What follows belongs to an exercise in optimizing a design on an open flow for small area; a production flow would make more cautious choices. No run shown here included a check of the RTL's function; only the layout flow was run. Power figures rest on the tool's default switching activity, not on a simulated workload.

**flow/config.mk**
```make
export PLATFORM = sky130hd
export DESIGN_NAME = stopwatch00
export DESIGN_NICKNAME = stopwatch00
export VERILOG_FILES = /design/flow/design.v
export SDC_FILE = /design/flow/constraint.sdc
export NUM_CORES = 4
export LEC_CHECK = 0
export CAP_MARGIN = 20
export CORE_MARGIN = 2
export CORE_UTILIZATION = 40
export SLEW_MARGIN = 20
```
**flow/constraint.sdc**
```tcl
create_clock -name core_clock -period 30.0 [get_ports {clk}]
set_input_delay 6.0000 -clock core_clock [delete_from_list [all_inputs] [get_ports {clk}]]
set_output_delay 6.0000 -clock core_clock [all_outputs]
set_load 0.01 [all_outputs]
```
**flow/design.v**
```verilog
module stopwatch00(input btn,
             input clk,
             input rst,
             input save,
             input outres,
             output led,
             output reg ledr,
             output reg ledg,
             output reg ledb,
             output [8:0] leds,
             output [11:0] ledsindicates,
             output [7:0] cs,
             output [7:0] ds,
             output [7:0] s,
             output [7:0] ss,
             output [7:0] m,
             output [7:0] mm);
function [6:0] seg;	 
  input [3:0] d;
  case (d)
    4'd0: seg = 7'b1000000;
    4'd1: seg = 7'b1111001;
    4'd2: seg = 7'b0100100;
    4'd3: seg = 7'b0110000;
    4'd4: seg = 7'b0011001;
    4'd5: seg = 7'b0010010;
    4'd6: seg = 7'b0000010;
    4'd7: seg = 7'b1111000;
    4'd8: seg = 7'b0000000;
    default: seg = 7'b0010000;
  endcase
endfunction
reg btn_f, save_f, run;
reg [1:0] ticks;
reg [3:0] c0, c1, s0, m0, m1;	 
reg [2:0] s1;
reg [3:0] index;	 
reg [3:0] sel;		 
reg [10:0] showindex;	 
reg [3:0] ledind;	 
reg down;		 
reg ledon;		 
reg pend;		 
reg [22:0] results [0:9];
reg [22:0] disp;
always @*
  case (sel)
    4'd0: disp = results[0];
    4'd1: disp = results[1];
    4'd2: disp = results[2];
    4'd3: disp = results[3];
    4'd4: disp = results[4];
    4'd5: disp = results[5];
    4'd6: disp = results[6];
    4'd7: disp = results[7];
    4'd8: disp = results[8];
    4'd9: disp = results[9];
    default: disp = {m1, m0, s1, s0, c1, c0};
  endcase
assign cs = {1'b1, seg(disp[3:0])};
assign ds = {1'b1, seg(disp[7:4])};
assign s  = {1'b0, seg(disp[11:8])};
assign ss = {1'b1, seg({1'b0, disp[14:12]})};
assign m  = {1'b0, seg(disp[18:15])};
assign mm = {1'b1, seg(disp[22:19])};
assign led = c1 == 4'd0 && c0 < 4'd5;
assign leds = 9'd0;
assign ledsindicates = ledon ? (12'd1 << ledind) : 12'd0;
wire tick = run && ticks == 2'd3;
wire c0w = c0 == 4'd9;
wire c1w = c1 == 4'd9;
wire s0w = s0 == 4'd9;
wire s1w = s1 == 3'd5;
wire m0w = m0 == 4'd9;
wire m1w = m1 == 4'd9;
wire ledstep = tick && ((c0w && c1w) || c0 + c1 == 4'd8 || (c0w && c1 == 4'd8));
wire [3:0] nextind = down ? ledind - 4'd1 : ledind + 4'd1;
wire btn_press = !btn && !btn_f;
wire run_n = btn_press ? !run : run;
wire save_press = !save && !save_f;
wire clear = save_press && !outres && !run_n;
wire store = save_press && !outres && run_n && index < 4'd10;
wire show = save_press && outres && !run_n && index != 4'd0;
wire [3:0] sel_inc = (sel + 4'd1 == index) ? 4'd0 : sel + 4'd1;
wire [3:0] rd = (showindex == 11'd0) ? 4'd0 : sel_inc;
always @(posedge clk)
  if (rst) begin
    btn_f <= 1'b0;
    save_f <= 1'b0;
    run <= 1'b0;
    ticks <= 2'd0;
    c0 <= 4'd0;
    c1 <= 4'd0;
    s0 <= 4'd0;
    s1 <= 3'd0;
    m0 <= 4'd0;
    m1 <= 4'd0;
    index <= 4'd0;
    sel <= 4'd15;
    showindex <= 11'd0;
    ledind <= 4'd1;
    down <= 1'b1;
    ledon <= 1'b0;
    pend <= 1'b0;
    ledr <= 1'b0;
    ledg <= 1'b0;
    ledb <= 1'b0;
  end else begin
    if (!run) begin
      ledr <= !outres;
      ledg <= 1'b0;
      ledb <= outres;
    end else if (tick) begin
      ledr <= 1'b0;
      ledg <= 1'b1;
      ledb <= 1'b0;
    end
    if (run)
      ticks <= ticks + 2'd1;
    if (tick) begin
      c0 <= c0w ? 4'd0 : c0 + 4'd1;
      if (c0w) c1 <= c1w ? 4'd0 : c1 + 4'd1;
      if (c0w && c1w) s0 <= s0w ? 4'd0 : s0 + 4'd1;
      if (c0w && c1w && s0w) s1 <= s1w ? 3'd0 : s1 + 3'd1;
      if (c0w && c1w && s0w && s1w) m0 <= m0w ? 4'd0 : m0 + 4'd1;
      if (c0w && c1w && s0w && s1w && m0w) m1 <= m1w ? 4'd0 : m1 + 4'd1;
    end
    if (ledstep) begin
      ledon <= 1'b1;
      ledind <= nextind;
      if (nextind == 4'd11)
        down <= 1'b1;
      else if (nextind == 4'd0)
        down <= 1'b0;
    end
    if (btn_press)
      btn_f <= 1'b1;
    else if (btn && btn_f)
      btn_f <= 1'b0;
    if (save_press)
      save_f <= 1'b1;
    else if (save && save_f)
      save_f <= 1'b0;
    run <= run_n;
    if (run)
      sel <= 4'd15;
    if (btn_press && !run)
      showindex <= 11'd0;
    pend <= store;
    if (pend) begin
      results[index] <= disp;
      index <= index + 4'd1;
    end
    if (clear) begin
      c0 <= 4'd0;
      c1 <= 4'd0;
      s0 <= 4'd0;
      s1 <= 3'd0;
      m0 <= 4'd0;
      m1 <= 4'd0;
      index <= 4'd0;
      sel <= 4'd15;
      showindex <= 11'd0;
      ledon <= 1'b0;
    end
    if (show) begin
      sel <= rd;
      showindex <= showindex + 11'd1;
    end
  end
endmodule
```
**flow/run.sh**
```bash
#!/bin/bash
# synth_recipe.tcl (not shown) runs the flow's synth.tcl, then flattens the netlist and writes it again
# the make line also repeats each setting of config.mk as NAME=value (left out here)
make -C /OpenROAD-flow-scripts/flow DESIGN_CONFIG=/design/flow/config.mk WORK_HOME=/design/flow/orfs CLKGATE_MAP_FILE= SYNTH_SCRIPT=/design/flow/synth_recipe.tcl finish
```
==> impl_metrics.toml, run 1 <==
[synth]
synth_top_area_share_pct = 51.5
synth_flop_cell = "edfxtp_1"
synthCells = 1091
number_of_synthesized_flops_with_an_enable_pin = 230
ys_types = 78
post_synthesis_cell_area_mm2 = 0.0134
synth_top_cell_by_area = "edfxtp_1"
synth.yosys.warnings = 1
postSynthRegisterBits = 287
synthTopCellsByCount = "edfxtp_1, nor2_1, nand2_1"
netlist_top_cells_area = "edfxtp_1, dfxtp_1, ha_1"
synth_async_sr_flop_share_pct = 0
syn-mean-instance-area_um2 = 12.3
synthMostInstantiatedCell = "edfxtp_1"
yosysSeqAreaShare_pct = 60.0

[finish]
area_growth_pct = 13.4
layout.nets = 1188
antenna_cells_inserted = 0
drive_gt1_share_pct = 9.53

[power_and_ir_drop]
power_density_mw_per_mm2 = 52.8
irDropWorstVdd_v = 0.0000370
static-leakage-power_nw = 5.26

[clock_tree]
number_of_instances_resized_during_post_cts_repair = 0
cts_buffers = 29
cts_tree = "done"
clkSinkCount = 287
hold_buf_count_cts = 0
clock_tree.buffer_depth = 3
cts_htree_levels = 1
path_clk_slew_ps = 70
worstSkewPairLatency_ps = 560
post_cts.repair.setup_buffers = 0
clk_root_buffer_cell = "clkbuf_16"

[die]
dieArea_mm2 = 0.0350
design.core.area_mm2 = 0.0333
pin_count = 78
floorplan.rows = 67
initial_utilization_pct = 40.3
floorplan.die.height_um = 187
chipWidth_um = 187

[global_route]
grtUsageTotal_pct = 18.3
via_count_of_the_first_global_routing_pass = 8672
initial_antenna_violation_count = 0
grt_remaining_overflow = 0
wire_length_of_the_first_global_routing_pass_mm = 50.2
grt_max_degree = 70

[drt]
detail_route.wl_per_cell_um = 20.2
drc = 0
drt-initial-drc-count = 810
route.vias.total = 8851
routed_wl_mm = 32.3
drt_pass1_iterations = 5
via_per_inst = 5.52
antenna_left = 0

[placed_design]
port-buffer-count = 62
hpwl_mm = 18.5
routability_congestion = 0.782

[timing]
setup_viol = 0
finalCriticalPeriod_ps = 10840
slew-limit-headroom_pct = 35.4
worst_clock_skew_ps = 11.4
timing_max_transition_violations_final = 0
timing.setup.tns_ps = 0
final_worst_path_period_share_pct = 36.1
hold_slack_ps = 493
worst_pin_slew_ps = 968
grt_setup_unrepaired = "no"
finalHoldViolCount = 0
fmax_ghz = 0.0923

[job]
max_cap_viol_count = 0

[setup_path]
crit_path_end_kind = "output port"
data_arrival_critical_path_ps = 4840
worst_ep_required_time_ps = 24000
timing.critical_path.from_type = "flop"
crit_fanout = 34
path_class = "flop to output port"

[run_status]
result_of_the_run = "no timing/DRC/antenna violations"

[worst_hold_path]
timing.hold.worst.class = "flop to flop"
[power breakdown]
part,internal [mW],switching [mW],total [mW],leakage [nW]
Combinational,0.00748,0.0123,0.0198,2.22
Sequential,0.426,0.00169,0.428,2.58
Clock,0.203,0.153,0.356,0.458
Total,0.637,0.167,0.804,5.26
[metal layers]
| metal | vias up | global-route usage (%) | wire [um] |
|---|---|---|---|
| met3 | 40 | 2.10 | 1800 |
| met1 | 4412 | 25.5 | 14500 |
| met4 | 0 | 4.64 | 617 |
| met5 | - | 0 | 0 |
| met2 | 240 | 30.5 | 15400 |
| li1 | 4159 | - | - |
[layout by cell type (no fill, tap or decap), types with 7 or more instances in the layout]
cell,synthesis,routed
a221oi_1,9,9
nand2_1,65,65
and3_1,15,14
o22ai_1,11,11
edfxtp_1,230,230
inv_1,44,44
clkdlybuf4s50_1,0,62
clkbuf_16,0,29
a32oi_1,7,7
nor2_1,89,89
clkinv_2,0,7
mux2i_1,26,26
nor3_1,16,16
nor3b_1,8,8
clkinv_1,0,7
xor2_1,11,11
nand2b_1,11,11
a21oi_1,60,60
o21ai_0,28,27
and2_1,10,8
a22o_1,9,9
buf_4,29,19
nand3_1,25,25
a22oi_1,48,48
dfxtp_1,57,55
nor2b_1,16,16
conb_1,2,15
a311oi_1,10,10
xnor2_1,17,17
a211oi_1,16,16
a222oi_1,15,15
ha_1,50,46
[critical path, cell delays in order (launching register included)]
cell and delay [ps]:
dfxtp_1 480, ha_2 430, buf_4 490, nor4_2 140
a21oi_4 770, o221ai_1 300, o32a_1 610, or2_1 310
a21oi_1 140, clkdlybuf4s50_1 550
[sequential cells by signal, indices dropped and copies added, names as in the netlist]
signal,cells
results,230
showindex,11
c0,4
c1,4
index,4
ledind,4
m0,4
m1,4
s0,4
sel,4
s1,3
ticks,2
btn_f,1
down,1
ledb,1
ledg,1
ledon,1
ledr,1
pend,1
run,1
save_f,1
[cell type report]
class                   instances  area (um^2)
inverters                      45          169
clock inverters                24          214
multi-input cells             687         4730
clock buffers                  30          729
flip-flops and latches        287         8050
well taps                     448          561
fillers                      3011        18100
repair buffers                 81          763
[worst paths after layout]
kind / start / endpoint / cells after the start / slack [ps]
max: sel[0]$_SDFFE_PP1P_ / cs[5] / 9 / 19160
min: s1[2]$_SDFFE_PP0P_ / s1[2]$_SDFFE_PP0P_ / 2 / 490
max reg2reg: sel[0]$_SDFFE_PP1P_ / results[3][6]$_DFFE_PP_ / 7 / 26360
min reg2reg: s1[2]$_SDFFE_PP0P_ / s1[2]$_SDFFE_PP0P_ / 2 / 490
[cells by family after synthesis]
kind of cell,Yosys count,synth area share (%)
and+or+nand+nor,294,11.1
DFF,287,60.0
adders and majority gates,52,4.96
other,2,0.0560
muxes,32,2.44
AOI/OAI and AO/OA,266,14.4
xor gates and xnor gates,28,1.83
buffers and inverters,130,5.21
[stage by stage]
stage	util, %	power, mW	setup slack [ps]	cells	cell area (um^2)
detailed placement	42.9	0.456	19750	1548	14300
floorplan	-	0.451	21090	1104	13500
CTS	45.7	0.811	19150	1602	15200
global route	45.7	0.830	18870	1602	15200
global placement	42.9	0.456	19850	1548	14300
finish	45.7	0.804	19160	1602	15200
==> inputs of run 2 (changes only) <==
--- a/flow/config.mk
+++ b/flow/config.mk
@@ -8,4 +8,6 @@
 export CAP_MARGIN = 20
 export CORE_MARGIN = 2
 export CORE_UTILIZATION = 40
+export CTS_BUF_LIST = sky130_fd_sc_hd__clkbuf_4
+export CTS_CLUSTER_SIZE = 30
 export SLEW_MARGIN = 20
==> run 2 against run 1 <==
  * Utilization fell by 0.11 points
  * Area after synthesis unchanged
  * Worst hold slack got worse by 4.8 ps
  * Count of clock-buffer cells in the layout up 63
  * Clock power decreased by 8.7%
  * Register-to-register slack improved by 70 ps
  * Clock skew grew 71 ps
  * Die area did not move
  * Global-route usage increased by 0.45 points
  * Design area fell by 0.24%
  * Combinational power about the same
  * Maximum frequency decreased by 0.65%
==> impl_metrics.toml, run 2 <==
[clock_tree]
cts_tree = "done"
clkSinkCount = 287
clk_root_buffer_cell = "clkbuf_4"
hold_buf_count_cts = 0
clock_tree.buffer_depth = 3
number_of_instances_resized_during_post_cts_repair = 0
post_cts.repair.setup_buffers = 0
cts_htree_levels = 3
cts_buffers = 72
path_clk_slew_ps = 80
worstSkewPairLatency_ps = 710

[drt]
drt_pass1_iterations = 7
via_per_inst = 5.42
met2WireLength_mm = 15.6
route.vias.total = 9079
antenna_left = 0
detail_route.wl_per_cell_um = 19.5
m1WireLength_mm = 14.7
top_layer = "met4"
met3RoutedLength_mm = 1.97
drt-initial-drc-count = 956
routed_wl_mm = 32.7
drc = 0

[placed_design]
placed_cells_incl_taps = 1548
hpwl_mm = 18.5
port-buffer-count = 62
dpl_worst_slack_ps = 19750
routability_congestion = 0.782

[synth]
combinational_family_with_the_most_area_after_synthesis = "compound AO/OA/AOI/OAI gates"
netlist_top_cells_area = "edfxtp_1, dfxtp_1, ha_1"
synthMostInstantiatedCell = "edfxtp_1"
synthTopCellsByCount = "edfxtp_1, nor2_1, nand2_1"
yosysSeqAreaShare_pct = 60.0
synth_flop_cell = "edfxtp_1"
synth_top_area_share_pct = 51.5
post_synthesis_cell_area_mm2 = 0.0134
synthCells = 1091
post_synth_and_or_nand_nor_area_fraction_pct = 11.1
syn-mean-instance-area_um2 = 12.3
synthMuxAreaShare_pct = 2.44
synth_async_sr_flop_share_pct = 0
area_fraction_in_compound_gates_after_synthesis_pct = 14.4
ys_types = 78
synthXorXnorAreaFrac_pct = 1.83
postSynthRegisterBits = 287
number_of_synthesized_flops_with_an_enable_pin = 230
synth_top_cell_by_area = "edfxtp_1"
synth.yosys.warnings = 1
post_synthesis_adder_cell_area_fraction_pct = 4.96

[timing]
slew-limit-headroom_pct = 34.5
finalHoldViolCount = 0
worst_clock_skew_ps = 82.0
final_worst_path_period_share_pct = 36.4
timing.final.ws_setup_ps = 19090
grt_setup_unrepaired = "no"
timing.setup.tns_ps = 0
setup_viol = 0
fmax_ghz = 0.0917
worst_pin_slew_ps = 980
finalCriticalPeriod_ps = 10910
timing_max_transition_violations_final = 0

[finish]
drive_gt1_share_pct = 13.9
area_growth_pct = 13.2
layout.nets = 1231
final_common_cell = "edfxtp_1"
largest_register_ff_count = 230
total_of_fill_cells_in_the_finished_design = 3055
largestRegisters = "results (230), showindex (11)"
final_cell_mix = "edfxtp_1, clkbuf_4, nor2_1"
final_cell_count_no_fill = 1676
max_flop_register = "results"

[die]
dieArea_mm2 = 0.0350
floorplan.rows = 67
pin_count = 78
floorplan.die.height_um = 187
design.core.area_mm2 = 0.0333
initial_utilization_pct = 40.3
chipWidth_um = 187

[setup_path]
cp_cell_sequence = "ha_2, buf_4, nor4_2, a21oi_4, o221ai_1, o32a_1, or2_1, a21oi_1, clkdlybuf4s50_1"
crit_buf_inv = 2
crit_fanout = 34
worst_ep_required_time_ps = 24000
path_class = "flop to output port"
longest_individual_stage_delay_on_the_worst_path_ps = 780
crit_path_end_kind = "output port"
crit_family = "compound AO/OA/AOI/OAI gates"
data_arrival_critical_path_ps = 4910
cp_slowest_cell = "a21oi_4"
timing.critical_path.from_type = "flop"

[global_route]
grt_max_degree = 70
via_count_of_the_first_global_routing_pass = 9081
grt_remaining_overflow = 0
wire_length_of_the_first_global_routing_pass_mm = 50.8
initial_antenna_violation_count = 1
grtUsageTotal_pct = 18.8

[power_and_ir_drop]
static-leakage-power_nw = 5.32
power_density_mw_per_mm2 = 50.9
irDropWorstVdd_v = 0.0000217

[worst_hold_path]
timing.hold.worst.class = "flop to flop"

[run_status]
result_of_the_run = "no timing/DRC/antenna violations"

[job]
max_cap_viol_count = 0
run 2: metrics by stage:
| step | utilization, % | instance area, um^2 | power (mW) | hold WS, ps |
|---|---|---|---|---|
| 5_1_grt | 45.6 | 15200 | 0.806 | 515 |
| 2_1_floorplan | - | 13500 | 0.451 | 448 |
| 4_1_cts | 45.6 | 15200 | 0.781 | 491 |
| 3_3_place_gp | 42.9 | 14300 | 0.456 | 476 |
| 3_5_place_dp | 42.9 | 14300 | 0.456 | 482 |
| 6_report | 45.6 | 15200 | 0.772 | 488 |
run 2: where the power goes:
group / internal [mW] / switching, mW
clock network: 0.165 / 0.160
registers: 0.426 / 0.00169
logic: 0.00748 / 0.0122
total: 0.598 / 0.173
run 2: cell families after synthesis:
kind of cell	Yosys count
simple gates	294
flops	287
compound gates	266
buf+inv	130
fa+ha+maj	52
mux	32
xor+xnor	28
other cells	2
run 2: area by class of cell:
type	instances	area, um^2	share of cell area [%]
antenna	1	2.50	0.0165
clock buffer	93	698	4.60
clock inverter	34	206	1.36
inverter	45	169	1.11
multi-input combinational	687	4730	31.1
sequential	287	8050	53.0
tap	448	561	3.69
timing repair buffer	81	763	5.03
run 2: final timing paths:
| path | startpoint | endpoint | slack (ps) | depth (start not counted) |
|---|---|---|---|---|
| max | sel[0]$_SDFFE_PP1P_ | cs[5] | 19090 | 9 |
| min | s1[2]$_SDFFE_PP0P_ | s1[2]$_SDFFE_PP0P_ | 490 | 2 |
| max reg2reg | sel[0]$_SDFFE_PP1P_ | results[7][6]$_DFFE_PP_ | 26430 | 7 |
| min reg2reg | s1[2]$_SDFFE_PP0P_ | s1[2]$_SDFFE_PP0P_ | 490 | 2 |
run 2: routing by layer:
| metal | vias to the layer above | GRT usage (%) |
|---|---|---|
| met1 | 4464 | 24.9 |
| met4 | 0 | 6.41 |
| li1 | 4293 | - |
| met5 | - | 0 |
| met2 | 284 | 30.8 |
| met3 | 38 | 3.70 |
run 2: worst min-delay path, delay by kind of cell (launching register included):
kind               cells  cell delay (ps)
DFF                    1              340
and+or+nand+nor        1               60
AOI/OAI and AO/OA      1               50

## what the ideal ports hide
Ports are ideal in the flow. The routed layouts listed here were re-timed in OpenROAD. Step 1 assumes that a clkbuf_16 drives the clock port and a buf_2 every other input. Step 2 moves the port delays by t, midway between the first and last clock arrival at a register: inputs arrive t later, outputs are due t later. That takes back most of the time a late clock gives input paths. Slacks: no drivers / after step 1 / after step 2; pairs: no drivers / after step 1.
run | t (ns) | slack for setup (ns) | worst setup path after step 2 | clock arrival spread, ns
run 1 | 0.604 | 19.161 / 19.110 / 19.714 | register to output | 0.012 / 0.012
run 2 | 0.718 | 19.090 / 19.044 / 19.762 | register to output | 0.089 / 0.088
After both steps every run listed still meets setup and hold.
